This design comes from an exercise in tuning for small area on the open sky130 flow, not from production work.
Function was checked by simulation only, so behaviour that the tests miss may differ from the original.
Power and IR drop assume default switching activity.

==> config.mk <==
export PLATFORM = sky130hd
export DESIGN_NAME = pwm_detect_rgb
export DESIGN_NICKNAME = pwm_detect_rgb
export VERILOG_FILES = /design/flow/design.v
export SDC_FILE = /design/flow/constraint.sdc
export NUM_CORES = 4
export LEC_CHECK = 0
export CAP_MARGIN = 20
export CORE_MARGIN = 2
export CORE_UTILIZATION = 40
export SLEW_MARGIN = 20
==> constraint.sdc <==
create_clock -name core_clock -period 5.0 [get_ports {clk}]
set_input_delay 1.0000 -clock core_clock [delete_from_list [all_inputs] [get_ports {clk}]]
set_output_delay 1.0000 -clock core_clock [all_outputs]
set_load 0.01 [all_outputs]
==> design.v <==
module pwm_detector #(
	parameter integer 	CLK_FREQUENCY_HZ = 100000000,
	parameter integer 	CNT_WIDTH = 32)		 
	(				
	input 					clk,			 
	input 			 		reset,			 
	input 					pwm_signal,			 
	output reg	[CNT_WIDTH-1:0]	high_count,		 
	output reg	[CNT_WIDTH-1:0]	low_count);		 
	reg			[CNT_WIDTH-1:0]	hcount,lcount;			 
	reg 					prev_pwm; 		 
	always@(posedge clk) begin
		if (reset) begin					 
			lcount <= {CNT_WIDTH{1'b0}};
			hcount <= {CNT_WIDTH{1'b0}};					 
			high_count <= {CNT_WIDTH{1'b0}};			 
			low_count <= {CNT_WIDTH{1'b0}};				 
			prev_pwm <= 1'b0;				 
		end
		else 
		begin
		    if (prev_pwm && pwm_signal) begin 		 
				hcount <= hcount + 1; 		 
			end  
			else if(prev_pwm == 0 && pwm_signal == 0)
			begin
			     lcount <= lcount + 1;
			     if(lcount == 20'hFFFFF)
			     begin
			         low_count <= {CNT_WIDTH{1'b0}};
			         high_count <= {CNT_WIDTH{1'b0}};
			     end
			end
			else if (prev_pwm == 0 && pwm_signal == 1)
			begin
			     high_count <= hcount;
			     low_count <= lcount;
			     hcount <= 1;
			end
			else if (prev_pwm == 1 && pwm_signal == 0)
			begin
			     lcount <= 1;
			end
		     prev_pwm <= pwm_signal;
		end
	end
endmodule
module pwm_detect_rgb (
    input               clk,             
    input               reset,           
    input               pwm_r,           
    input               pwm_g,           
    input               pwm_b,           
    output [23:0]       high_count_r,
    output [23:0]       low_count_r,
    output [23:0]       high_count_g,
    output [23:0]       low_count_g,
    output [23:0]       high_count_b,
    output [23:0]       low_count_b
);
pwm_detector #(.CNT_WIDTH(24)) r_duty_cycle (
    .clk(clk),
    .reset(reset),
    .pwm_signal(pwm_r),
    .high_count(high_count_r),
    .low_count(low_count_r)
    );
pwm_detector #(.CNT_WIDTH(24)) g_duty_cycle (
    .clk(clk),
    .reset(reset),
    .pwm_signal(pwm_g),
    .high_count(high_count_g),
    .low_count(low_count_g)
    );
pwm_detector #(.CNT_WIDTH(24)) b_duty_cycle (
    .clk(clk),
    .reset(reset),
    .pwm_signal(pwm_b),
    .high_count(high_count_b),
    .low_count(low_count_b)
    );
endmodule
==> run.sh <==
#!/bin/bash
# synth_recipe.tcl (not shown) runs the flow's synth.tcl, then flattens the netlist and writes it again
# the make line also repeats each setting of config.mk as NAME=value (left out here)
make -C /OpenROAD-flow-scripts/flow DESIGN_CONFIG=/design/flow/config.mk WORK_HOME=/design/flow/orfs CLKGATE_MAP_FILE= SYNTH_SCRIPT=/design/flow/synth_recipe.tcl finish
==> summary.txt, run 1 <==
- CTS resizes: 0
- Share of power burned in registers: 0.494
- Site Rows: between 60 and 70
- Mean post-synth cell area: approximately 9.6 µm²
- Adder-cell share of the synthesized area: 0.00661
- #FFs+latches synth: 291
- Fin crit share: 0.623
- Synth Area in Simple Gates: 0.180
- Routed vias: 9,419
- Post-synthesis mux area share: 0.00176
- Slew Viols, Final: 0
- Num CTS Buffers: 31
- R2r endpoint: g_duty_cycle.high_count[4]
- Chip Height: 173 µm
- Power Dens Cells: 338 nW/µm²
- Share of cells above drive strength 1: 0.0559
- Comb power frac: 0.031
- Clock H-tree levels: 1
- Post-CTS Setup Bufs: 0
- Drt first pass iters: 5
- Port Buffers: roughly 150
- Distinct cells, synth: 50
- Antenna cells: 0
- Pin count of the biggest net entering global routing: 49
- Static leakage: 0.00479 µW
- Post-synth top flop: dfxtp_1
- Max cap viols: 0
- Dpl cell area: 13,000 µm²
- First-pass GRT wire length: 46,000 µm
- WP data required: 5.48 ns
- Starting Density: 0.408
- Status: complete, no violations
- Number of flops mapped to enable cells by yosys: 0
- Hold_buf cts: 0
- DP Cell Count: approximately 1,600
- Finished layout cell area: 14,100 µm²
- Worst min-delay path category: reg -> reg
- Xor and xnor area share after synthesis: 0.0301
- Final setup violation count: 0
- Nets@finish: 1,294
- Synthesis-to-layout area growth: 23.9%
- Worst R2R Start: g_duty_cycle.lcount[6]
- Clk pin slew, worst setup/hold paths: 0.06 ns
- CP arrival: 3.59 ns
- Power share of the clock group: 0.476
- RSZ-0062 raised after global routing: false
- Worst vdd ir: 0.174 mV
- Die W: 173 µm
- GRT Overall Usage: 0.179
- Pint: 3720 µW
- Syn Nets: about 1,200
- Worst Reg2Reg Path Length in Cells: 4
- DRC violations left: 0
- Clk root buf: clkbuf_16
- Number of vias per cell: 5.59
- Clock sinks: 291
- Setup CP Type: in -> reg
- Dpl ws: 1.34 ns
- Critical Path End: r_duty_cycle.low_count[5]
- Fin. Hold Viols: 0
- Post-synthesis sequential area ratio: 0.513
- Core area: 27,900 µm²
- Slew headroom: 0.313
- F_max: 321 MHz
- CP Max Fanout: 48
- CP endpoint kind: register
- CTS tree: yes
- GRT overflow: 0
- Complex-gate fraction of the synthesized area: 0.230
- Final setup TNS: 0 ns
- Final wirelength: between 20,000 and 30,000 µm
- Async SR Flop Fraction: 0
- Number of global-route vias before repair: 8,854
- Final GP Congestion: 0.759
- Initial antenna violation count: 0
- Worst setup margin: 1.89 ns
- Yosys warnings: 1
- R2R setup slack: 2.11 ns
- Worst-Margin Slew: 1.03 ns
- CP Launch Type: input port
- 1st-iter DRT viols: between 600 and 700
- Antenna Violating Nets Remaining: 0
- Largest family of logic cells by synthesized area: compound AO/OA/AOI/OAI gates
- Mapped Cells: ~1,200
- Clock buffer depth: 3
- Hold path cells: 2
- Sw Share: 0.218
- I/O Pins: 149
- Post-route insts no fill: ~1,700
- Cell Area, Synth: 11,400 µm²
- Clock Latency Late Sink: between 0.5 and 0.6 ns
- Critical Path Start: reset
- Dpl hpwl: 17,800 µm
- Worst Skew: 0.0151 ns
- NetSw: a little over 1000 µW
- WL per Instance: 16.3 µm
- Final worst path period need: 3.11 ns
- DIE AREA: 29,800 µm²
[placed cells by master, fill, tap and decap left out, types with 9 or more instances in the layout]
cell and n:
nand3_1 62, a21oi_1 64, nand2b_1 9, or3_1 17, dfxtp_1 291, o41ai_1 9
nand2_1 68, nand4_1 45, o21ai_0 58, o311ai_0 10, xor2_1 23, and3_1 15
xnor2_1 16, inv_1 17, clkdlybuf4s50_1 148, o31ai_1 27, a31oi_1 13, a22o_1 147
clkbuf_1 9, and4_1 16, clkbuf_16 31, nor2_1 55, buf_4 11, nor4_1 12
nor3_1 16, o211ai_1 13, or4_1 40
[cell usage after synthesis (2+ instances only)]
cell      instances  area, µm²
a21o_1            5       37.5
a21oi_1          64        320
a22o_1          147       1290
a31oi_1          13       81.3
a41oi_1           4       35.0
and2_1            4       25.0
and3_1           15       93.8
and4_1           16        140
buf_1             4       15.0
buf_2             8       40.0
buf_6             2       22.5
clkbuf_1         79        297
dfxtp_1         291       5830
ha_1              6       75.1
inv_1            17       63.8
mux2i_1           2       20.0
nand2_1          68        255
nand2b_1          9       56.3
nand3_1          62        310
nand3b_1          2       15.0
nand4_1          45        282
nor2_1           58        218
nor3_1           16       80.1
nor4_1           12       75.1
o211ai_1         13       97.6
o21ai_0          58        290
o21ba_2           2       20.0
o311ai_0         10       87.6
o31ai_1          27        203
o41ai_1           9       78.8
or2_2             3       18.8
or3_1            17        106
or4_1            40        300
or4b_2            3       30.0
xnor2_1          16        140
xor2_1           23        201
[registers in the layout, summed over array words and instances (netlist names), 24 cells and up]
signal	count
b_duty_cycle.hcount	24
b_duty_cycle.high_count	24
b_duty_cycle.lcount	24
b_duty_cycle.low_count	24
g_duty_cycle.hcount	24
g_duty_cycle.high_count	24
g_duty_cycle.lcount	24
g_duty_cycle.low_count	24
r_duty_cycle.hcount	24
r_duty_cycle.high_count	24
r_duty_cycle.lcount	24
r_duty_cycle.low_count	24
[worst min path at each step]
stage / start / slack, ns / endpoint
after global routing: r_duty_cycle.high_count[20] / 0.49 / r_duty_cycle.high_count[20]
final: r_duty_cycle.hcount[23] / 0.47 / r_duty_cycle.hcount[23]
after global placement: r_duty_cycle.hcount[23] / 0.46 / r_duty_cycle.hcount[23]
after detailed placement: b_duty_cycle.low_count[21] / 0.46 / b_duty_cycle.low_count[21]
after floorplan: b_duty_cycle.hcount[23] / 0.45 / b_duty_cycle.hcount[23]
after CTS: r_duty_cycle.hcount[23] / 0.48 / r_duty_cycle.hcount[23]
[stage by stage]
stage	util	power, µW	hold WS, ns
detailed placement	0.468	2540	0.463
finish	0.505	4760	0.472
global placement	0.468	2540	0.459
floorplan	-	2500	0.452
global route	0.505	4940	0.492
CTS	0.504	4820	0.477
[cell families after synthesis]
logic type | count (synthesis)
fa+ha+maj | 6
compound gates | 360
simple gates | 375
xor+xnor | 39
mux | 2
buf+inv | 111
flops | 291
[final cells by class]
type	instances	area [µm²]
fill	2541	13800
sequential	291	5830
multi-input combinational	782	5120
timing repair buffer	160	1590
clock buffer	44	865
tap	378	473
clock inverter	12	139
inverter	17	63.8
[power groups by stage]
stage                     Clock, µW  Sequential (µW)  Combinational (µW)
after floorplan                   0             2390                 104
after global placement            0             2400                 142
after detailed placement          0             2400                 144
after CTS                      2320             2350                 144
after global routing           2430             2350                 162
final                          2260             2350                 145
[metal layers]
metal,share of wire,track usage,up-vias,routed length (µm)
li1,-,-,4719,-
met1,0.49,0.253,4494,13400
met2,0.44,0.282,172,12200
met3,0.050,0.0363,34,1380
met4,0.016,0.0395,0,435
met5,0,0,-,0
[critical path, cell delays in order]
cell and delay [ns]:
clkdlybuf4s50_1 0.71, a21o_1 0.55, o21ba_2 1.04, a22o_1 0.27
==> run 2, diff against run 1 <==
==> design.v (replaced) <==
module pwm_detector #(
	parameter integer 	CLK_FREQUENCY_HZ = 100000000,
	parameter integer 	CNT_WIDTH = 32)		 
	(
	input 					clk,
	input 			 		reset,			 
	input 					pwm_signal,
	output reg	[CNT_WIDTH-1:0]	high_count,
	output reg	[CNT_WIDTH-1:0]	low_count);
	reg			[CNT_WIDTH-1:0]	cnt;		 
	reg			[CNT_WIDTH-1:0]	hold_h;		 
	reg 					prev_pwm;
	wire rise    = ~prev_pwm &  pwm_signal;
	wire fall    =  prev_pwm & ~pwm_signal;
	wire [CNT_WIDTH:0] carry;
	assign carry[0] = 1'b1;
	genvar i;
	generate
		for (i = 0; i < CNT_WIDTH; i = i + 1) begin : g_carry
			assign carry[i+1] = carry[i] & cnt[i];
		end
	endgenerate
	wire timeout = ~prev_pwm & ~pwm_signal & carry[20] & ~|cnt[CNT_WIDTH-1:20];
	wire restart = reset | rise | fall;
	wire [CNT_WIDTH-1:0] cnt_inc = cnt ^ carry[CNT_WIDTH-1:0];
	wire [CNT_WIDTH-1:0] cnt_d = {cnt_inc[CNT_WIDTH-1:1] & {(CNT_WIDTH-1){~restart}},
	                              ~reset & (restart | cnt_inc[0])};
	wire h_load = ~reset & fall;
	wire h_keep = ~reset & ~fall;
	wire [CNT_WIDTH-1:0] hold_d = (cnt & {CNT_WIDTH{h_load}}) | (hold_h & {CNT_WIDTH{h_keep}});
	wire o_load = ~reset & rise;
	wire o_keep = ~reset & ~rise & ~timeout;
	wire [CNT_WIDTH-1:0] high_d = (hold_h & {CNT_WIDTH{o_load}}) | (high_count & {CNT_WIDTH{o_keep}});
	wire [CNT_WIDTH-1:0] low_d  = (cnt    & {CNT_WIDTH{o_load}}) | (low_count  & {CNT_WIDTH{o_keep}});
	always @(posedge clk) begin
		prev_pwm   <= ~reset & pwm_signal;
		cnt        <= cnt_d;
		hold_h     <= hold_d;
		high_count <= high_d;
		low_count  <= low_d;
	end
endmodule
module pwm_detect_rgb (
    input               clk,             
    input               reset,           
    input               pwm_r,           
    input               pwm_g,           
    input               pwm_b,           
    output [23:0]       high_count_r,
    output [23:0]       low_count_r,
    output [23:0]       high_count_g,
    output [23:0]       low_count_g,
    output [23:0]       high_count_b,
    output [23:0]       low_count_b
);
pwm_detector #(.CNT_WIDTH(24)) r_duty_cycle (
    .clk(clk),
    .reset(reset),
    .pwm_signal(pwm_r),
    .high_count(high_count_r),
    .low_count(low_count_r)
    );
pwm_detector #(.CNT_WIDTH(24)) g_duty_cycle (
    .clk(clk),
    .reset(reset),
    .pwm_signal(pwm_g),
    .high_count(high_count_g),
    .low_count(low_count_g)
    );
pwm_detector #(.CNT_WIDTH(24)) b_duty_cycle (
    .clk(clk),
    .reset(reset),
    .pwm_signal(pwm_b),
    .high_count(high_count_b),
    .low_count(low_count_b)
    );
endmodule
==> run 2 against run 1 <==
  * Still clean
  * Hold slack lost 0.023 ns
  * Routed wire length shrank 24%
  * Die area shrank 15%
  * Clock-buffer cell count grew 3
  * Largest power group unchanged
==> summary.txt, run 2 <==
- Status: complete, no violations
- Fin crit share: 0.955
- Async SR Flop Fraction: 0
- Final setup violation count: 0
- Top cells by count, synth: dfxtp_1, a22o_1, and2_1, ha_1, buf_2
- Syn Nets: 814
- Sw Share: 0.213
- Clk pin slew, worst setup/hold paths: 0.06 ns
- Core area: 23,600 µm²
- Dpl ws: 0.0909 ns
- Antenna cells: 0
- Pin count of the biggest net entering global routing: 48
- Number of global-route vias before repair: ~6,100
- Drt first pass iters: 4
- CP Max Fanout: 6
- Post-synthesis sequential area ratio: 0.602
- Clock buffer depth: 3
- Starting Density: 0.409
- DIE AREA: ~25,000 µm²
- Num CTS Buffers: 30
- Worst min-delay path category: reg -> reg
- Power Dens Cells: 374 nW/µm²
- Site Rows: 56
- Chip Height: roughly 160 µm
- Critical Path Start: b_duty_cycle.cnt[0]
- Routed vias: 6,182
- Slew Viols, Final: 0
- Clock H-tree levels: 1
- Synthesis-to-layout area growth: 29.8%
- F_max: 209 MHz
- Slew headroom: 0.428
- Worst-Margin Slew: 0.856 ns
- Share of power burned in registers: 0.498
- CTS tree: yes
- Most frequent CP cell: ha_1
- CP Launch Type: register
- CP endpoint kind: register
- CP arrival: 5.26 ns
- Filler cells: 2,027
- Top cells by area, synth: dfxtp_1, a22o_1, ha_1
- Cell Area, Synth: 9670 µm²
- R2r endpoint: b_duty_cycle.low_count[17]
- I/O Pins: 149
- Post-synth top area share: 0.602
- WL per Instance: 16.9 µm
- Initial antenna violation count: 0
- Fin. Hold Viols: 0
- Mapped Cells: 743
- Die W: 159 µm
- Final setup TNS: 0 ns
- Setup CP Type: reg -> reg
- #FFs+latches synth: 291
- Critical-path cell with the highest stage delay: dfxtp_2
- Nets@finish: 962
- DRC violations left: 0
- Static leakage: 0.00518 µW
- Cell Chain, Critical Path: ha_1 -> ha_1 -> ha_1 -> ha_1 -> ha_1 -> ha_1 -> ha_1 -> ha_1 -> ha_1 -> ha_1 -> ha_2 -> ha_1 -> ha_1 -> ha_2 -> ha_2 -> ha_1 -> ha_1 -> ha_1 -> ha_2 -> nor4b_2 -> a211oi_4 -> buf_6 -> clkbuf_16 -> a22o_1
- Most frequent cells in the layout: dfxtp_1, a22o_1, clkdlybuf4s50_1, and2_1, ha_1
- Share of cells above drive strength 1: 0.109
- Clock Latency Late Sink: between 0.5 and 0.6 ns
- RSZ-0062 raised after global routing: false
- Finished layout cell area: between 10,000 and 15,000 µm²
- GRT Overall Usage: 0.154
- Final GP Congestion: 0.712
- Worst Reg2Reg Path Length in Cells: 24
- Worst setup margin: 0.224 ns
- Cell with the most instances after synthesis: dfxtp_1
- Dpl cell area: 11,400 µm²
- Commonest non-fill, non-tap cell in the layout: dfxtp_1
- Post-route insts no fill: about 1,200
- Worst Skew: 0.00995 ns
- Comb power frac: 0.031
- Final wirelength: ~21,000 µm
- Dpl hpwl: 12,600 µm
- Area leader, netlist: dfxtp_1
- Critical Path End: b_duty_cycle.low_count[17]
- First-pass GRT wire length: 32,800 µm
- Port Buffers: between 100 and 150
- Slowest stage delay, CP: between 0.3 and 0.4 ns
- WP data required: 5.48 ns
- GRT overflow: 0
- Clk root buf: clkbuf_16
- Worst vdd ir: ~0.27 mV
- R2R setup slack: between 0.2 and 0.25 ns
- NetSw: 999 µW
- Final worst path period need: roughly 4.8 ns
- Power share of the clock group: 0.472
- Distinct cells, synth: 23
- Number of flops mapped to enable cells by yosys: 0
- 1st-iter DRT viols: 346
- Pint: approximately 3700 µW
- Max cap viols: 0
- Yosys warnings: 1
- Worst R2R Start: b_duty_cycle.cnt[0]
- Antenna Violating Nets Remaining: 0
- Fin util: 0.531
- Post-synth top flop: dfxtp_1
- Number of vias per cell: 5.01
- Clock sinks: 291
- Mean post-synth cell area: 13.0 µm²
- DP Cell Count: 1,171
- Hold_buf cts: 0
==> run 2: cell count changes in the layout (fill, tap and decap cells not counted), moves of 45 or more <==
cell | previous run | this run
a21oi_1 | 64 | 3
a22o_1 | 147 | 213
and2_1 | 4 | 66
ha_1 | 6 | 53
nand2_1 | 68 | 0
nand3_1 | 62 | 0
nand4_1 | 45 | 0
o21ai_0 | 58 | 0
==> run 2: area by class of cell <==
type | instances | area [µm²] | share of cell area
Clock buffer | 47 | 926 | 0.0738
Sequential cell | 291 | 5830 | 0.465
Timing Repair Buffer | 169 | 1750 | 0.140
Clock inverter | 9 | 76.3 | 0.00608
Multi-Input combinational cell | 399 | 3560 | 0.284
Tap cell | 319 | 399 | 0.0318
==> run 2: what timing repair did <==
item / CTS / global route
endpoints found under the setup margin: 0 / 96
buffers inserted: 0 / 2
resized for setup: 0 / 21
hold endpoints to repair: 0 / 0
==> run 2: kinds of logic after synthesis <==
logic type | share of synthesized area
buffers and inverters | 0.0358
flip-flops | 0.602
AO/OA/AOI/OAI | 0.201
XOR/XNOR | 0.00272
adder cells (fa/ha/maj) | 0.0854
AND/OR/NAND/NOR | 0.0729
==> run 2: routing by layer <==
layer	vias up	wire length (µm)	global-route usage
met3	38	985	0.0310
met2	140	9480	0.242
met1	2930	9870	0.213
met4	0	458	0.0459
met5	-	0	0
li1	3074	-	-
==> run 2: power by group through the flow <==
stage / clock network (µW) / registers (µW) / logic [µW]
floorplan: 0 / 2390 / 93.1
global placement: 0 / 2390 / 129
detailed placement: 0 / 2390 / 128
CTS: 2270 / 2340 / 128
global route: 2350 / 2340 / 158
finish: 2210 / 2340 / 143
==> run 2: worst min path at each step <==
stage | endpoint | depth (start not counted) | startpoint
global route | r_duty_cycle.cnt[0] | 1 | r_duty_cycle.cnt[0]
global placement | g_duty_cycle.high_count[6] | 1 | g_duty_cycle.hold_h[6]
floorplan | b_duty_cycle.high_count[23] | 1 | b_duty_cycle.hold_h[23]
CTS | b_duty_cycle.high_count[21] | 1 | b_duty_cycle.high_count[21]
detailed placement | g_duty_cycle.low_count[6] | 1 | g_duty_cycle.low_count[6]
finish | b_duty_cycle.cnt[0] | 1 | b_duty_cycle.cnt[0]
==> run 2: metrics by stage <==
stage	total power [µW]	hold WS, ns
after CTS	4730	0.474
after detailed placement	2520	0.455
final	4690	0.449
after global placement	2520	0.454
after floorplan	2480	0.450
after global routing	4850	0.471
==> run 2: critical path: cells and delay by family (launching register included) <==
family | cells | cell delay, ns
flops | 1 | 0.33
simple gates | 1 | 0.18
buf+inv | 2 | 0.35
fa+ha+maj | 19 | 3.47
compound gates | 2 | 0.40
==> run 3, diff against run 2 <==
--- a/design.v
+++ b/design.v
@@ -22,3 +22,3 @@
 	endgenerate
-	wire timeout = ~prev_pwm & ~pwm_signal & carry[20] & ~|cnt[CNT_WIDTH-1:20];
+	wire timeout = ~prev_pwm & ~pwm_signal & (cnt == 20'hFFFFF);
 	wire restart = reset | rise | fall;
==> flow/run.sh (new file) <==
#!/bin/bash
# The standard layout (standard.sh, unchanged synthesis), with two changes:
# the port buffers are buf_1 cells, and the clock tree is built from clkbuf_8
# cells driving clusters of up to 18 flip-flops, without dummy loads.
export BUFFER_PORTS_ARGS="-buffer_cell sky130_fd_sc_hd__buf_1"
export CTS_ARGS="-buf_list sky130_fd_sc_hd__clkbuf_8 -sink_clustering_enable -sink_clustering_size 18 -sink_clustering_max_diameter 70 -dont_use_dummy_load -repair_clock_nets"
bash standard.sh > standard.log 2>&1
==> standard.sh (new file) <==
#!/bin/bash
# synth_recipe.tcl (not shown) runs the flow's synth.tcl, then flattens the netlist and writes it again
# the make line also repeats each setting of config.mk as NAME=value (left out here)
make -C /OpenROAD-flow-scripts/flow DESIGN_CONFIG=/design/flow/config.mk WORK_HOME=/design/flow/orfs CLKGATE_MAP_FILE= SYNTH_SCRIPT=/design/flow/synth_recipe.tcl "${@:-finish}"
--- a/config.mk
+++ b/config.mk
@@ -7,5 +7,5 @@
 export LEC_CHECK = 0
-export CAP_MARGIN = 20
+export CAP_MARGIN = 10
 export CORE_MARGIN = 2
-export CORE_UTILIZATION = 40
-export SLEW_MARGIN = 20
+export CORE_UTILIZATION = 65
+export SLEW_MARGIN = 10
removed: run.sh
==> run 3 against run 2 <==
  * Flip-flop and latch count unchanged
  * Highest routed layer unchanged
  * Worst setup slack gained 0.029 ns
  * Hold slack better by 0.025 ns
  * Largest cell class unchanged
  * Largest power group unchanged
  * Cell count decreased by 13%
  * Sequential power barely moved
==> summary.txt, run 3 <==
- Hold EP: g_duty_cycle.hold_h[8]
- WL per Instance: 17.9 µm
- Power Dens Cells: 325 nW/µm²
- Final wirelength: 19,100 µm
- Filler cells: a little over 1,000
- Number of vias per cell: 5.97
- Antenna Violating Nets Remaining: 0
- Cell Area, Synth: 9590 µm²
- I/O Pins: 149
- Total power: 3450 µW
- Async SR Flop Fraction: 0
- Status: complete, no violations
- Mapped Cells: 752
- Chip Height: around 130 µm
- Area leader, netlist: dfxtp_1
- Critical-path cell with the highest stage delay: dfxtp_2
- Hold path cells: 1
- Post-synth top flop: dfxtp_1
- Synthesis-to-layout area growth: 10.8%
- Post-synthesis sequential area ratio: 0.607
- WP data required: around 5.4 ns
- Fin util: 0.734
- Routed vias: between 6,000 and 7,000
- #FFs+latches synth: 291
- Fin. Hold Viols: 0
- Yosys warnings: 1
- 1st-iter DRT viols: 335
- Static leakage: about 0.0044 µW
- Worst vdd ir: 0.256 mV
- Share of cells above drive strength 1: 0.0724
- DP Cell Count: 1,046
- R2r endpoint: r_duty_cycle.cnt[23]
- Clk pin slew, worst setup/hold paths: 0.10 ns
- Critical path buffer and inverter count: 0
- Final GP Congestion: 0.813
- Worst Reg2Reg Path Length in Cells: 24
- Number of flops mapped to enable cells by yosys: 0
- Top delay family on crit path: adder cells
- Final setup TNS: 0 ns
- Fin crit share: 0.949
- F_max: 211 MHz
- Slew headroom: 0.271
- CP Launch Type: register
- Clock Latency Late Sink: 0.51 ns
- Worst-Margin Slew: 1.09 ns
- CTS tree: yes
- Top cells by area, synth: dfxtp_1, a22o_1, ha_1
- Top cells by count, synth: dfxtp_1, a22o_1, and2_1, ha_1, clkbuf_1
- Cell with the most instances after synthesis: dfxtp_1
- Number of global-route vias before repair: 6,135
- Dpl hpwl: 13,000 µm
- Distinct cells, synth: 23
- Site Rows: 44
- CP Max Fanout: 4
- Nets@finish: 957
- Clock sinks: 291
- Clock H-tree levels: 1
- DRC violations left: 0
- Syn Nets: 823
- CP arrival: 5.16 ns
- Core area: approximately 14,000 µm²
- Num CTS Buffers: 20
- Max cap viols: 0
- Drt first pass iters: 5
- Post-synth top area share: 0.607
- First-pass GRT wire length: 31,600 µm
- Final setup violation count: 0
- Antenna cells: 0
- Worst Skew: 0.0595 ns
- DIE AREA: ~16,000 µm²
- Die W: 125 µm
- Starting Density: 0.663
- Finished layout cell area: 10,600 µm²
- Hold_buf cts: 0
- Initial antenna violation count: 0
- Most frequent CP cell: ha_1
- CP endpoint kind: register
- Final worst path period need: 4.75 ns
- Worst Min Path Start: g_duty_cycle.cnt[8]
- Worst R2R Start: r_duty_cycle.cnt[0]
- R2R setup slack: 0.25 ns
- Most frequent cells in the layout: dfxtp_1, a22o_1, buf_1, and2_1, ha_1
- Mean post-synth cell area: between 10 and 15 µm²
- Slowest stage delay, CP: about 0.35 ns
- Slew Viols, Final: 0
- Pin count of the biggest net entering global routing: 49
- GRT Overall Usage: 0.238
- Commonest non-fill, non-tap cell in the layout: dfxtp_1
- Dpl cell area: between 10,000 and 15,000 µm²
- Cell Chain, Critical Path: ha_2 -> ha_2 -> ha_2 -> ha_1 -> ha_1 -> ha_2 -> ha_1 -> ha_1 -> ha_1 -> ha_1 -> ha_1 -> ha_1 -> ha_1 -> ha_1 -> ha_1 -> ha_1 -> ha_1 -> ha_1 -> ha_1 -> ha_1 -> ha_1 -> ha_2 -> xnor2_1 -> nor4_1
- Clk root buf: clkbuf_8
- Post-route insts no fill: 1,068
- Clock buffer depth: 3
- Port Buffers: between 100 and 150
- Setup CP Type: reg -> reg
- Worst min-delay path category: reg -> reg
- GRT overflow: 0
==> run 3: per-stage QoR <==
stage / hold WS, ns / setup slack, ns
after global routing: 0.494 / -0.00271
after global placement: 0.454 / 0.356
after CTS: 0.472 / 0.176
after floorplan: 0.450 / 0.539
after detailed placement: 0.453 / 0.213
final: 0.475 / 0.253
==> run 3: worst max path at each step <==
stage	depth (start not counted)	start	slack, ns	to
after floorplan	24	g_duty_cycle.cnt[0]	0.54	g_duty_cycle.cnt[23]
after global placement	24	b_duty_cycle.cnt[0]	0.36	b_duty_cycle.cnt[23]
after detailed placement	24	r_duty_cycle.cnt[0]	0.21	r_duty_cycle.cnt[23]
after CTS	24	r_duty_cycle.cnt[0]	0.18	r_duty_cycle.cnt[23]
after global routing	24	r_duty_cycle.cnt[0]	-0.003	r_duty_cycle.cnt[23]
final	24	r_duty_cycle.cnt[0]	0.25	r_duty_cycle.cnt[23]
==> run 3: worst reg2reg max path, stage by stage, from the launching register on <==
cell	delay, ns
dfxtp_2	0.35
ha_2	0.20
ha_2	0.18
ha_2	0.17
ha_1	0.18
ha_1	0.18
ha_2	0.17
ha_1	0.17
ha_1	0.18
ha_1	0.18
ha_1	0.18
ha_1	0.18
ha_1	0.18
ha_1	0.18
ha_1	0.18
ha_1	0.18
ha_1	0.18
ha_1	0.18
ha_1	0.18
ha_1	0.18
ha_1	0.18
ha_1	0.19
ha_2	0.18
xnor2_1	0.12
nor4_1	0.25
==> run 3: cell type report <==
class	count	area, µm²	area share
flip-flops and latches	291	5830	0.548
repair buffers	165	683	0.0642
multi-input cells	408	3610	0.340
clock buffers	20	275	0.0259
well taps	184	230	0.0216
==> run 3: what timing repair did <==
item	4_1_cts	5_1_grt
gates resized for setup	0	20
endpoints found under the setup margin	0	3
endpoints found under the hold margin	0	0
buffers inserted	0	2
==> run 3: kinds of logic after synthesis <==
logic type,Yosys count,synth area share
buffers and inverters,53,0.0258
AND/OR/NAND/NOR,117,0.0771
AO/OA/AOI/OAI,222,0.201
flip-flops,291,0.607
adder cells (fa/ha/maj),66,0.0861
XOR/XNOR,3,0.00274
==> run 3: metal layers <==
layer,up-vias,GRT usage,routed length [µm]
met5,-,0,0
met4,0,0.0451,227
met3,17,0.0419,1180
met2,198,0.369,8550
met1,3104,0.355,9160
li1,3054,-,-
==> run 3: power breakdown <==
part,total (µW),internal (µW),switching [µW]
sequential,2330,2330,8.33
clock,1010,361,648
combinational,109,26.0,83.3
total,3450,2710,740
==> run 4, diff against run 3 <==
==> flow/run.sh (replaced) <==
#!/bin/bash
# The standard layout (standard.sh, unchanged synthesis), with two changes:
# the port buffers are buf_1 cells, and the clock tree is built from clkbuf_4
# cells driving clusters of up to 11 flip-flops, without dummy loads.
export BUFFER_PORTS_ARGS="-buffer_cell sky130_fd_sc_hd__buf_1"
export CTS_ARGS="-buf_list sky130_fd_sc_hd__clkbuf_4 -sink_clustering_enable -sink_clustering_size 11 -sink_clustering_max_diameter 50 -dont_use_dummy_load -repair_clock_nets"
bash standard.sh > standard.log 2>&1
--- a/config.mk
+++ b/config.mk
@@ -9,3 +9,3 @@
 export CORE_MARGIN = 2
-export CORE_UTILIZATION = 65
+export CORE_UTILIZATION = 72
 export SLEW_MARGIN = 10
==> run 4 against run 3 <==
  * Critical path depth stayed put
  * Highest routed layer unchanged
  * Hold slack got worse by 0.015 ns
  * Power decreased by 2.2%
  * Sequential power is essentially flat
  * First-iteration DRC count up 9.6%
  * Cell count grew 0.19%
  * Clock power is 8% lower
  * Clock-buffer cell count is 10 higher
  * Combinational power is essentially flat
  * Clock skew is 0.015 ns lower
  * Non-clock buffer count down 1
  * Via count is 2.3% higher
==> summary.txt, run 4 <==
- Status: complete, no violations
- Top cells by area, synth: dfxtp_1, a22o_1, ha_1
- R2r endpoint: b_duty_cycle.cnt[23]
- Clock buffer depth: 3
- Worst setup margin: ~0.18 ns
- F_max: 208 MHz
- Syn Nets: 823
- Slew headroom: 0.272
- RSZ-0062 raised after global routing: false
- GRT met1 Usage: 0.362
- Num CTS Buffers: 30
- Pin count of the biggest net entering global routing: a little under 50
- Synthesis-to-layout area growth: 9.83%
- Critical Path Start: b_duty_cycle.cnt[0]
- Layer with the highest usage: met2
- GRT met3 Usage: 0.0522
- Static leakage: 0.00441 µW
- Power Dens Cells: 321 nW/µm²
- Nets@finish: 966
- GRT Overall Usage: 0.266
- Yosys warnings: 1
- CTS tree: yes
- Post-synth top flop: dfxtp_1
- WL per Instance: around 18 µm
- Final wirelength: around 19,000 µm
- Final setup violation count: 0
- Final GP Congestion: 0.833
- Distinct cells, synth: 23
- Starting Density: 0.730
- R2R setup slack: 0.18 ns
- Worst R2R Start: b_duty_cycle.cnt[0]
- DRC violations left: 0
- Async SR Flop Fraction: 0
- Mean post-synth cell area: 12.8 µm²
- Port Buffers: around 150
- Worst Skew: about 0.045 ns
- GRT overflow: 0
- First-pass GRT wire length: 31,300 µm
- Hold_buf cts: 0
- CP Max Fanout: 4
- Final setup TNS: 0 ns
- Chip Height: 119 µm
- DIE AREA: 14,300 µm²
- Share of cells above drive strength 1: 0.0683
- Clock Latency Late Sink: ~0.67 ns
- Routed vias: 6,520
- Antenna Violating Nets Remaining: 0
- Initial antenna violation count: 1
- Fin. Hold Viols: 0
- CP Launch Type: register
- Fin crit share: 0.963
- Dpl hpwl: 13,300 µm
- Top cells by count, synth: dfxtp_1, a22o_1, and2_1, ha_1, clkbuf_1
- Site Rows: 42
- Clock sinks: 291
- Cell Area, Synth: between 9000 and 10,000 µm²
- Commonest non-fill, non-tap cell in the layout: dfxtp_1
- Cell with the most instances after synthesis: dfxtp_1
- Dpl cell area: 10,300 µm²
- Clock H-tree levels: 1
- Number of vias per cell: 6.09
- I/O Pins: 149
- 1st-iter DRT viols: 367
- Worst vdd ir: 0.235 mV
- Post-synthesis sequential area ratio: 0.607
- Area leader, netlist: dfxtp_1
- Met2 Usage GRT: 0.432
- CP arrival: roughly 5.4 ns
- Finished layout cell area: 10,500 µm²
- Mapped Cells: 752
- Setup CP Type: reg -> reg
- Dpl ws: 0.182 ns
- Clk pin slew, worst setup/hold paths: around 0.12 ns
- Number of flops mapped to enable cells by yosys: 0
- Slew Viols, Final: 0
- Worst min-delay path category: reg -> reg
- Core area: 13,100 µm²
- Post-synth top area share: 0.607
- Clk root buf: clkbuf_4
- Max cap viols: 0
- WP data required: 5.57 ns
- Drt first pass iters: 5
- Number of global-route vias before repair: around 6,300
- Worst-Margin Slew: approximately 1.1 ns
- Critical Path End: b_duty_cycle.cnt[23]
- Filler cells: 813
- Reg area: 5830 µm²
- Worst Reg2Reg Path Length in Cells: 24
- Die W: 119 µm
- CP endpoint kind: register
- #FFs+latches synth: between 200 and 300
- Final worst path period need: ~4.8 ns
- Footprint of the multi-input gates: 3580 µm²
- Most frequent cells in the layout: dfxtp_1, a22o_1, buf_1, and2_1, ha_1
- WHS: 0.460 ns
-- run 4: cell counts after synthesis --
No cell type changed its count.
-- run 4: critical path: stages (launching register included) --
cell and delay [ns]:
dfxtp_2 0.35, ha_1 0.20, ha_2 0.17, ha_1 0.17, ha_1 0.17, ha_1 0.18
ha_1 0.18, ha_1 0.18, ha_1 0.19, ha_1 0.18, ha_1 0.18, ha_2 0.17
ha_2 0.18, ha_1 0.18, ha_1 0.18, ha_1 0.18, ha_1 0.18, ha_1 0.18
ha_1 0.18, ha_1 0.19, ha_2 0.17, ha_1 0.17, ha_1 0.19, xnor2_1 0.13
nor4_1 0.31
-- run 4: final cells by class --
cell class                 count  area share
sequential                   291       0.553
antenna                        1    0.000237
timing repair buffer         164      0.0641
multi-input combinational    408       0.340
tap                          176      0.0209
clock buffer                  30      0.0214
-- run 4: per-layer routing --
layer | vias up | part of all wire
met5 | - | 0
met4 | 0 | 0.020
met3 | 35 | 0.059
met2 | 209 | 0.48
met1 | 3180 | 0.44
li1 | 3096 | -
-- run 4: power breakdown --
group          switching [µW]  total [µW]  leakage, µW  internal, µW
sequential               8.03        2330      0.00235          2330
clock                     659         934     0.000138           275
combinational            83.6         109      0.00193          25.1
-- run 4: worst min path at each step --
stage                     depth (start not counted)                          end                        start
after floorplan                                   1  b_duty_cycle.high_count[10]      b_duty_cycle.hold_h[10]
after global placement                            1  b_duty_cycle.high_count[19]  b_duty_cycle.high_count[19]
after detailed placement                          1   g_duty_cycle.low_count[12]   g_duty_cycle.low_count[12]
after CTS                                         1  g_duty_cycle.high_count[11]      g_duty_cycle.hold_h[11]
after global routing                              1          b_duty_cycle.cnt[0]          b_duty_cycle.cnt[0]
final                                             1  g_duty_cycle.high_count[11]      g_duty_cycle.hold_h[11]
-- run 4: cell families after synthesis --
group | Yosys count | synth area share
adders and majority gates | 66 | 0.0861
buffers and inverters | 53 | 0.0258
DFF | 291 | 0.607
and+or+nand+nor | 117 | 0.0771
AOI/OAI and AO/OA | 222 | 0.201
xor gates and xnor gates | 3 | 0.00274
-- run 4: metrics by stage --
stage	total power [µW]	util	instances
4_1_cts	3400	0.800	1068
2_1_floorplan	2460	-	752
3_3_place_gp	2490	0.783	1038
3_5_place_dp	2490	0.783	1038
5_1_grt	3490	0.802	1070
6_report	3380	0.802	1070
-- run 4: repair_timing --
action,4_1_cts,5_1_grt
gates resized for setup,0,9
endpoints found under the setup margin,0,3
buffers inserted,0,1
==> run 5, diff against run 4 <==
--- a/design.v
+++ b/design.v
@@ -22,3 +22,3 @@
 	endgenerate
-	wire timeout = ~prev_pwm & ~pwm_signal & (cnt == 20'hFFFFF);
+	wire timeout = ~prev_pwm & ~pwm_signal & carry[8] & (&cnt[19:8]) & ~|cnt[CNT_WIDTH-1:20];	 
 	wire restart = reset | rise | fall;
==> flow/run.sh (replaced) <==
#!/bin/bash
# The standard layout (standard.sh) with these changes:
#  - after the standard synthesis, flow/remap.py rewrites each running-timer
#    bit's half adder + and2 as and2 + nor2 + nor3 (same function, less area;
#    registers untouched), and the netlist is read into OpenROAD again;
#  - the port buffers are buf_1 cells;
#  - the clock tree is built from clkbuf_4 cells driving clusters of up to 11
#    flip-flops, without dummy loads.
# Each step's full output goes to a log file of its own in this folder.
set -euo pipefail
export BUFFER_PORTS_ARGS="-buffer_cell sky130_fd_sc_hd__buf_1"
export CTS_ARGS="-buf_list sky130_fd_sc_hd__clkbuf_4 -sink_clustering_enable -sink_clustering_size 11 -sink_clustering_max_diameter 50 -dont_use_dummy_load -repair_clock_nets"
R=orfs/results/sky130hd/pwm_detect_rgb/base
bash standard.sh synth > synth.log 2>&1
python3 flow/remap.py $R/1_2_yosys.v > remap.log 2>&1
rm -f $R/1_synth.odb $R/1_synth.sdc
bash standard.sh synth > synth_odb.log 2>&1
bash standard.sh > standard.log 2>&1
==> flow/remap.py (new file) <==
#!/usr/bin/env python3
"""Remap the running timers' increment logic in the synthesized netlist.

Yosys maps each timer bit i (1..22) to a half adder (sum = cnt[i] ^ carry,
cout = cnt[i] & carry) and an and2 that clears the sum on a restart:
    d = sum & ~restart.
This rewrites each such pair as
    cout = and2(cnt[i], carry)
    t    = nor2(cnt[i], carry)
    d    = nor3(restart, cout, t)
which is the same function (cnt[i] ^ carry == (cnt[i] | carry) & ~cout) in
less area. restart is taken from the and2's other input through one inverter
per distinct net. Registers are not touched.

usage: remap.py NETLIST.v   (rewritten in place; a copy is kept as .orig)
"""
import re, sys, shutil

path = sys.argv[1]
src = open(path).read()
shutil.copy(path, path + '.orig')

inst_re = re.compile(r'^(\s*)(sky130_fd_sc_hd__\w+)\s+(\S+)\s*\((.*?)\);\n', re.S | re.M)
pin_re = re.compile(r'\.(\w+)\(\s*(.*?)\s*\)(?=\s*[,)]|\s*$)', re.S)

insts = []
for m in inst_re.finditer(src):
    pins = {p: n.strip() for p, n in pin_re.findall(m.group(4))}
    insts.append(dict(start=m.start(), end=m.end(), indent=m.group(1), cell=m.group(2),
                      name=m.group(3), pins=pins))

OUT = {'X', 'Y', 'Q', 'Q_N', 'SUM', 'COUT', 'HI', 'LO'}
loads = {}
for i in insts:
    for p, n in i['pins'].items():
        if p not in OUT:
            loads.setdefault(n, []).append((i, p))

# the module's output ports and assigns also count as loads
def extra_uses(net):
    body = inst_re.sub('', src)
    pat = re.escape(net)
    return len(re.findall(r'(?<![\w\\$.])' + pat + r'(?![\w\[])', body))

repl = {}          # start offset -> (end, new text)
inv_for = {}       # restart_n net -> inverted net
new_wires = []
count = 0
for h in insts:
    if h['cell'] != 'sky130_fd_sc_hd__ha_1':
        continue
    s = h['pins'].get('SUM'); c = h['pins'].get('COUT')
    a = h['pins'].get('A'); b = h['pins'].get('B')
    if not (s and c and a and b):
        continue
    ls = loads.get(s, [])
    if len(ls) != 1:
        continue
    g, gp = ls[0]
    if g['cell'] != 'sky130_fd_sc_hd__and2_1' or gp not in ('A', 'B'):
        continue
    if extra_uses(s) != 1:          # only its declaration may remain
        continue
    rn = g['pins']['B' if gp == 'A' else 'A']
    d = g['pins']['X']
    if rn not in inv_for:
        k = len(inv_for)
        inv_for[rn] = 'remap_restart_%d' % k
        new_wires.append(inv_for[rn])
    r = inv_for[rn]
    t = 'remap_t_%d' % count
    new_wires.append(t)
    ind = h['indent']
    repl[h['start']] = (h['end'],
        f"{ind}sky130_fd_sc_hd__and2_1 remap_c_{count} (\n{ind}  .A({a} ),\n{ind}  .B({b} ),\n{ind}  .X({c} )\n{ind});\n"
        f"{ind}sky130_fd_sc_hd__nor2_1 remap_n_{count} (\n{ind}  .A({a} ),\n{ind}  .B({b} ),\n{ind}  .Y({t})\n{ind});\n")
    repl[g['start']] = (g['end'],
        f"{ind}sky130_fd_sc_hd__nor3_1 remap_d_{count} (\n{ind}  .A({r}),\n{ind}  .B({c} ),\n{ind}  .C({t}),\n{ind}  .Y({d} )\n{ind});\n")
    count += 1

out = []
pos = 0
for st in sorted(repl):
    en, txt = repl[st]
    out.append(src[pos:st]); out.append(txt); pos = en
out.append(src[pos:])
res = ''.join(out)
k = 0
for rn, r in inv_for.items():
    res = res.replace('endmodule', f"  sky130_fd_sc_hd__inv_1 remap_i_{k} (\n    .A({rn} ),\n    .Y({r})\n  );\nendmodule", 1)
    k += 1
decl = ''.join(f"  wire {w};\n" for w in new_wires)
# declare the new wires right after the module header
mh = re.search(r'module\s+\w+\s*\(.*?\);\n', res, re.S)
res = res[:mh.end()] + decl + res[mh.end():]
open(path, 'w').write(res)
print(f"remapped {count} timer bits, {len(inv_for)} restart inverters")
==> run 5 against run 4 <==
  * Still clean
  * Worst setup slack improved by 0.070 ns
  * Via count rose by 5.6%
  * Sequential power barely moved
  * Critical path depth did not move
  * Register-to-register slack improved by 0.07 ns
  * Non-clock buffer count fell by 4
  * Clock-buffer cell count did not move
  * Sequential share of layout area rose by 1.6 points
  * Synthesized cell count rose by 9.2%
  * Synthesized area fell by 2.7%
  * Design area fell by 2.8%
  * Fmax rose by 1.5%
  * Critical path type unchanged
  * Largest cell class unchanged
==> summary.txt, run 5 <==
- Status: complete, no violations
- Finished layout cell area: 10,200 µm²
- RSZ-0062 raised after global routing: false
- Antenna cells: 0
- Most frequent cells in the layout: dfxtp_1, a22o_1, buf_1, nor3_1, nor2_1
- Critical-path cell with the highest stage delay: dfxtp_2
- Clock Latency Late Sink: about 0.66 ns
- Final GP Congestion: between 0.8 and 0.9
- Pint: 2620 µW
- Port Buffers: roughly 150
- Yosys warnings: 1
- Most frequent CP cell: and2_1
- GRT Overall Usage: 0.280
- Antenna Violating Nets Remaining: 0
- Clk pin slew, worst setup/hold paths: 0.11 ns
- Chip Height: 118 µm
- Static leakage: approximately 0.0038 µW
- Dpl hpwl: 13,400 µm
- Final setup TNS: 0 ns
- Worst Reg2Reg Path Length in Cells: 24
- Slew Viols, Final: 0
- Site Rows: 41
- Initial antenna violation count: 0
- Nets@finish: 965
- Post-CTS Setup Bufs: 0
- Critical path buffer and inverter count: 0
- Layer with the highest usage: met2
- Mean post-synth cell area: 11.4 µm²
- CP Launch Type: register
- Starting Density: 0.740
- 1st-iter DRT viols: 553
- Number of global-route vias before repair: between 6,000 and 7,000
- Worst Skew: 0.0267 ns
- Drt first pass iters: 5
- Comb power frac: 0.032
- Fin util: 0.812
- Mapped Cells: a little over 800
- Commonest non-fill, non-tap cell in the layout: dfxtp_1
- Slew headroom: 0.268
- CP Max Fanout: 4
- Number of vias per cell: 6.10
- Final worst path period need: 4.75 ns
- Cell Area, Synth: 9340 µm²
- I/O Pins: around 150
- GRT met3 Usage: 0.0373
- Worst vdd ir: 0.222 mV
- DIE AREA: 13,900 µm²
- F_max: 211 MHz
- Crit path depth: 24
- NetSw: 757 µW
- Fin crit share: 0.949
- Final setup violation count: 0
- Routed vias: 6,888
- Worst min-delay path category: reg -> reg
- Pin count of the biggest net entering global routing: 49
- Cell Chain, Critical Path: and2_1 -> and2_4 -> and2_1 -> and2_1 -> and2_1 -> and2_1 -> and2_4 -> and2_1 -> and2_1 -> and2_4 -> and2_1 -> and2_1 -> and2_1 -> and2_1 -> and2_1 -> and2_1 -> and2_1 -> and2_1 -> and2_1 -> and2_1 -> and2_1 -> and2_1 -> xnor2_1 -> nor4_1
- DP Cell Count: ~1,100
- Synthesis-to-layout area growth: 9.73%
- Clock buffer depth: 3
- Clk root buf: clkbuf_4
- CTS tree: yes
- Clock sinks: 291
- CP endpoint kind: register
- GRT met1 Usage: 0.395
- Worst-Margin Slew: 1.10 ns
- Dpl cell area: approximately 10,000 µm²
- Syn Nets: 826
- WP data required: 5.56 ns
- Setup CP Type: reg -> reg
- First-pass GRT wire length: between 30,000 and 40,000 µm
- Sw Share: 0.224
- Power Dens Cells: 330 nW/µm²
- Clock H-tree levels: 1
- Post-route insts no fill: between 1,000 and 1,500
- Share of power burned in registers: 0.691
- Slowest stage delay, CP: around 0.35 ns
- Max cap viols: 0
- Fin. Hold Viols: 0
- CP arrival: ~5.3 ns
- WL per Instance: 17.8 µm
- Core area: 12,600 µm²
- Final wirelength: 20,100 µm
- WHS: ~0.47 ns
- Hold path cells: 1
- Share of cells above drive strength 1: 0.0616
- Met2 Usage GRT: 0.456
- Num CTS Buffers: 30
- Die W: 118 µm
- GRT overflow: 0
- Power share of the clock group: 0.277
- Hold_buf cts: 0
- Top delay family on crit path: simple AND/OR/NAND/NOR gates
- DRC violations left: 0
[run 5: final cells by class]
type                    instances  area, µm²
repair buffers                160        646
fillers                       801       2370
well taps                     172        215
inverters                       9       33.8
flip-flops and latches        291       5830
multi-input cells             468       3290
clock buffers                  30        225
[run 5: power groups by stage]
stage / clock, µW / sequential [µW] / combinational, µW
3_5_place_dp: 0 / 2390 / 108
3_3_place_gp: 0 / 2390 / 104
2_1_floorplan: 0 / 2390 / 81.6
5_1_grt: 1040 / 2340 / 118
4_1_cts: 951 / 2330 / 107
6_report: 937 / 2340 / 109
[run 5: path summary, 6_finish.rpt]
path | startpoint | end | slack [ns]
worst max-delay path | r_duty_cycle.cnt[1] | r_duty_cycle.cnt[23] | 0.25
worst min-delay path | r_duty_cycle.cnt[0] | r_duty_cycle.cnt[0] | 0.47
worst max register to register | r_duty_cycle.cnt[1] | r_duty_cycle.cnt[23] | 0.25
worst min register to register | r_duty_cycle.cnt[0] | r_duty_cycle.cnt[0] | 0.47
[run 5: what timing repair did]
action | in CTS | in global routing
gates resized for setup | 0 | 10
setup endpoints to repair | 0 | 3
hold endpoints to repair | 0 | 0
[run 5: metrics by stage]
step | setup WS, ns | power (µW)
after floorplan | 0.680 | 2470
after global placement | 0.557 | 2490
after detailed placement | 0.255 | 2500
after CTS | 0.211 | 3390
after global routing | 0.00231 | 3500
final | 0.253 | 3380
[run 5: metal layers]
layer / up-vias / wire length [µm] / share of wire
li1: 3285 / - / -
met1: 3354 / 9070 / 0.45
met2: 217 / 9720 / 0.48
met3: 32 / 958 / 0.048
met4: 0 / 367 / 0.018
met5: - / 0 / 0
==> run 6, diff against run 5 <==
--- a/flow/remap.py
+++ b/flow/remap.py
@@ -11,4 +11,4 @@
 which is the same function (cnt[i] ^ carry == (cnt[i] | carry) & ~cout) in
-less area. restart is taken from the and2's other input through one inverter
-per distinct net. Registers are not touched.
+less area. restart is taken from the and2's other input (looking through buffers)
+through one inverter per distinct net. Registers are not touched.
 
@@ -44,2 +44,9 @@
 
+BUFS = ('sky130_fd_sc_hd__buf_', 'sky130_fd_sc_hd__clkbuf_')
+driver = {}
+for i in insts:
+    for p, n in i['pins'].items():
+        if p in OUT:
+            driver[n] = i
+
 repl = {}          # start offset -> (end, new text)
@@ -64,2 +71,6 @@
     rn = g['pins']['B' if gp == 'A' else 'A']
+    # look through yosys/abc buffers to the net they copy, so that each
+    # restart gets one inverter
+    while rn in driver and driver[rn]['cell'].startswith(BUFS):
+        rn = driver[rn]['pins']['A']
     d = g['pins']['X']
==> run 6 against run 5 <==
  * Register-to-register slack is essentially flat
  * Largest cell class unchanged
  * Critical path depth unchanged
  * Fmax shrank 0.11%
  * Sequential share of layout area rose by 0.089 points
  * Clock skew rose by 0.015 ns
  * Combinational power about the same
==> summary.txt, run 6 <==
- Finished layout cell area: 10,200 µm²
- R2r endpoint: b_duty_cycle.cnt[23]
- Clock buffer depth: 3
- Nets@finish: 958
- Slew headroom: 0.270
- Antenna Violating Nets Remaining: 0
- Pin count of the biggest net entering global routing: 49
- Cell Area, Synth: 9300 µm²
- Number of vias per cell: 6.12
- Most frequent cells in the layout: dfxtp_1, a22o_1, buf_1, nor3_1, nor2_1
- Critical-path cell with the highest stage delay: dfxtp_2
- Fin crit share: 0.950
- WL per Instance: 18.3 µm
- GRT met3 Usage: 0.0451
- Power share of the clock group: 0.279
- Synthesis-to-layout area growth: 9.98%
- Clk pin slew, worst setup/hold paths: 0.11 ns
- Starting Density: 0.737
- Setup CP Type: reg -> reg
- Die W: 118 µm
- Worst-Margin Slew: 1.09 ns
- Antenna cells: 0
- 1st-iter DRT viols: 500
- F_max: 210 MHz
- Static leakage: approximately 0.0038 µW
- Clock Latency Late Sink: approximately 0.65 ns
- Filler cells: 834
- Worst Min Path Start: r_duty_cycle.cnt[0]
- Core area: 12,600 µm²
- Slew Viols, Final: 0
- Port Buffers: 148
- R2R setup slack: 0.25 ns
- Fin util: 0.811
- CTS tree: yes
- Critical path buffer and inverter count: 0
- DIE AREA: 13,800 µm²
- Final GP Congestion: 0.813
- DP Cell Count: 1,093
- Worst min-delay path category: reg -> reg
- NetSw: 764 µW
- Pint: 2620 µW
- Reg area: 5830 µm²
- Clk root buf: clkbuf_4
- Mapped Cells: 812
- Layer with the highest usage: met2
- WP data required: between 5 and 6 ns
- Top delay family on crit path: simple AND/OR/NAND/NOR gates
- Final setup TNS: 0 ns
- Fin. Hold Viols: 0
- Max cap viols: 0
- Status: complete, no violations
- DRC violations left: 0
- Initial antenna violation count: 0
- CP arrival: 5.27 ns
- Worst vdd ir: 0.223 mV
- I/O Pins: 149
- Syn Nets: 817
- Dpl hpwl: 13,500 µm
- Met2 Usage GRT: 0.470
- Power Dens Cells: between 300 and 400 nW/µm²
- Worst Skew: ~0.042 ns
- Commonest non-fill, non-tap cell in the layout: dfxtp_1
- Hold path cells: 1
- GRT Overall Usage: 0.288
- First-pass GRT wire length: ~33,000 µm
- CP endpoint kind: register
- Clock H-tree levels: 1
- Number of global-route vias before repair: 6,426
- Chip Height: 118 µm
- Comb power frac: 0.032
- Num CTS Buffers: 30
- GRT overflow: 0
- Post-route insts no fill: 1,123
- GRT met1 Usage: 0.407
- Routed vias: 6,874
- Worst Reg2Reg Path Length in Cells: 24
- Final setup violation count: 0
- Final worst path period need: about 4.8 ns
- Hold EP: r_duty_cycle.cnt[0]
- Cell Chain, Critical Path: and2_1 -> and2_1 -> and2_1 -> and2_1 -> and2_1 -> and2_1 -> and2_1 -> and2_1 -> and2_1 -> and2_1 -> and2_1 -> and2_1 -> and2_1 -> and2_1 -> and2_1 -> and2_4 -> and2_1 -> and2_1 -> and2_1 -> and2_1 -> and2_1 -> and2_1 -> xnor2_1 -> nor4_1
- Slowest stage delay, CP: approximately 0.36 ns
- Share of cells above drive strength 1: 0.0662
- Mean post-synth cell area: 11.5 µm²
- Yosys warnings: 1
- Worst R2R Start: b_duty_cycle.cnt[1]
- CP Launch Type: register
- Final wirelength: 20,600 µm
- Dpl cell area: 9980 µm²
- Footprint of the multi-input gates: roughly 3300 µm²
- CP Max Fanout: 4
- Sw Share: 0.225
- Most frequent CP cell: and2_1
- Share of power burned in registers: 0.690
- Site Rows: 41
- Clock sinks: between 200 and 300
- Drt first pass iters: 5
## run 6: cell count changes in the layout (fill, tap and decap cells not counted)
cell	previous run	this run
buf_4	12	11
dfxtp_1	286	285
nor2b_4	1	2
and2_1	62	58
nor2b_2	2	1
inv_1	9	3
and2_4	4	8
dfxtp_2	5	6
## run 6: worst max path at each step
stage,slack (ns),startpoint,endpoint,cells after the start
after floorplan,0.68,g_duty_cycle.cnt[1],g_duty_cycle.cnt[23],24
after global placement,0.53,b_duty_cycle.cnt[1],b_duty_cycle.cnt[23],24
after detailed placement,0.28,b_duty_cycle.cnt[0],b_duty_cycle.cnt[23],24
after CTS,0.22,b_duty_cycle.cnt[1],b_duty_cycle.cnt[23],24
after global routing,-0.005,b_duty_cycle.cnt[1],b_duty_cycle.cnt[23],24
final,0.25,b_duty_cycle.cnt[1],b_duty_cycle.cnt[23],24
## run 6: metal layers
layer | part of all wire | wire length, µm
met5 | 0 | 0
met4 | 0.014 | 294
met3 | 0.058 | 1200
met2 | 0.48 | 9980
met1 | 0.44 | 9110
## run 6: area by class of cell
class / count / area share
inverters: 3 / 0.00110
clock buffers: 30 / 0.0220
multi-input cells: 468 / 0.323
repair buffers: 159 / 0.0624
well taps: 172 / 0.0210
flip-flops and latches: 291 / 0.570
## run 6: what timing repair did
action                                  CTS  global route
resized for setup                         0            14
endpoints found under the hold margin     0             0
hold buffers                              0             0
endpoints found under the setup margin    0             3
buffers inserted                          0             0
## run 6: power by group through the flow
stage          Sequential [µW]  Clock [µW]  Combinational [µW]
2_1_floorplan             2390           0                79.6
3_3_place_gp              2390           0                 102
3_5_place_dp              2390           0                 107
4_1_cts                   2340         954                 107
5_1_grt                   2340        1050                 118
6_report                  2340         944                 108
## run 6: per-stage QoR
stage | worst slack [ns] | power [µW] | hold slack, ns
6_report | 0.248 | 3390 | 0.473
5_1_grt | -0.00491 | 3500 | 0.492
4_1_cts | 0.222 | 3400 | 0.486
3_5_place_dp | 0.276 | 2500 | 0.453
3_3_place_gp | 0.528 | 2490 | 0.453
2_1_floorplan | 0.680 | 2470 | 0.450

==> port drivers added, routing unchanged <==
Ports are ideal in the flow. The routed layouts listed here were re-timed in OpenROAD. Step 1, drivers: a clkbuf_16 drives clk and a buf_2 each remaining input, both assumed. Step 2, shift: input delay + t, output delay - t, t = (earliest + latest rising clock arrival at the registers) / 2. This alone moves slack from input paths to output paths. Slacks: no drivers / after step 1 / after step 2; pairs: no drivers / after step 1.
run | t, ns | setup WS [ns] | worst setup path at the end
run 1 | 0.587 | 1.887 / 1.905 / 1.318 | input to register
run 2 | 0.587 | 0.224 / 0.224 / 0.224 | register to register
run 3 | 0.523 | 0.253 / 0.253 / 0.253 | register to register
run 4 | 0.682 | 0.183 / 0.183 / 0.183 | register to register
run 5 | 0.679 | 0.253 / 0.253 / 0.253 | register to register
run 6 | 0.672 | 0.248 / 0.247 / 0.247 | register to register
After both steps every run listed still meets setup and hold. For run 1, which loses most, drivers alone change the setup slack by +0.018 ns; drivers and shift together by -0.569 ns.
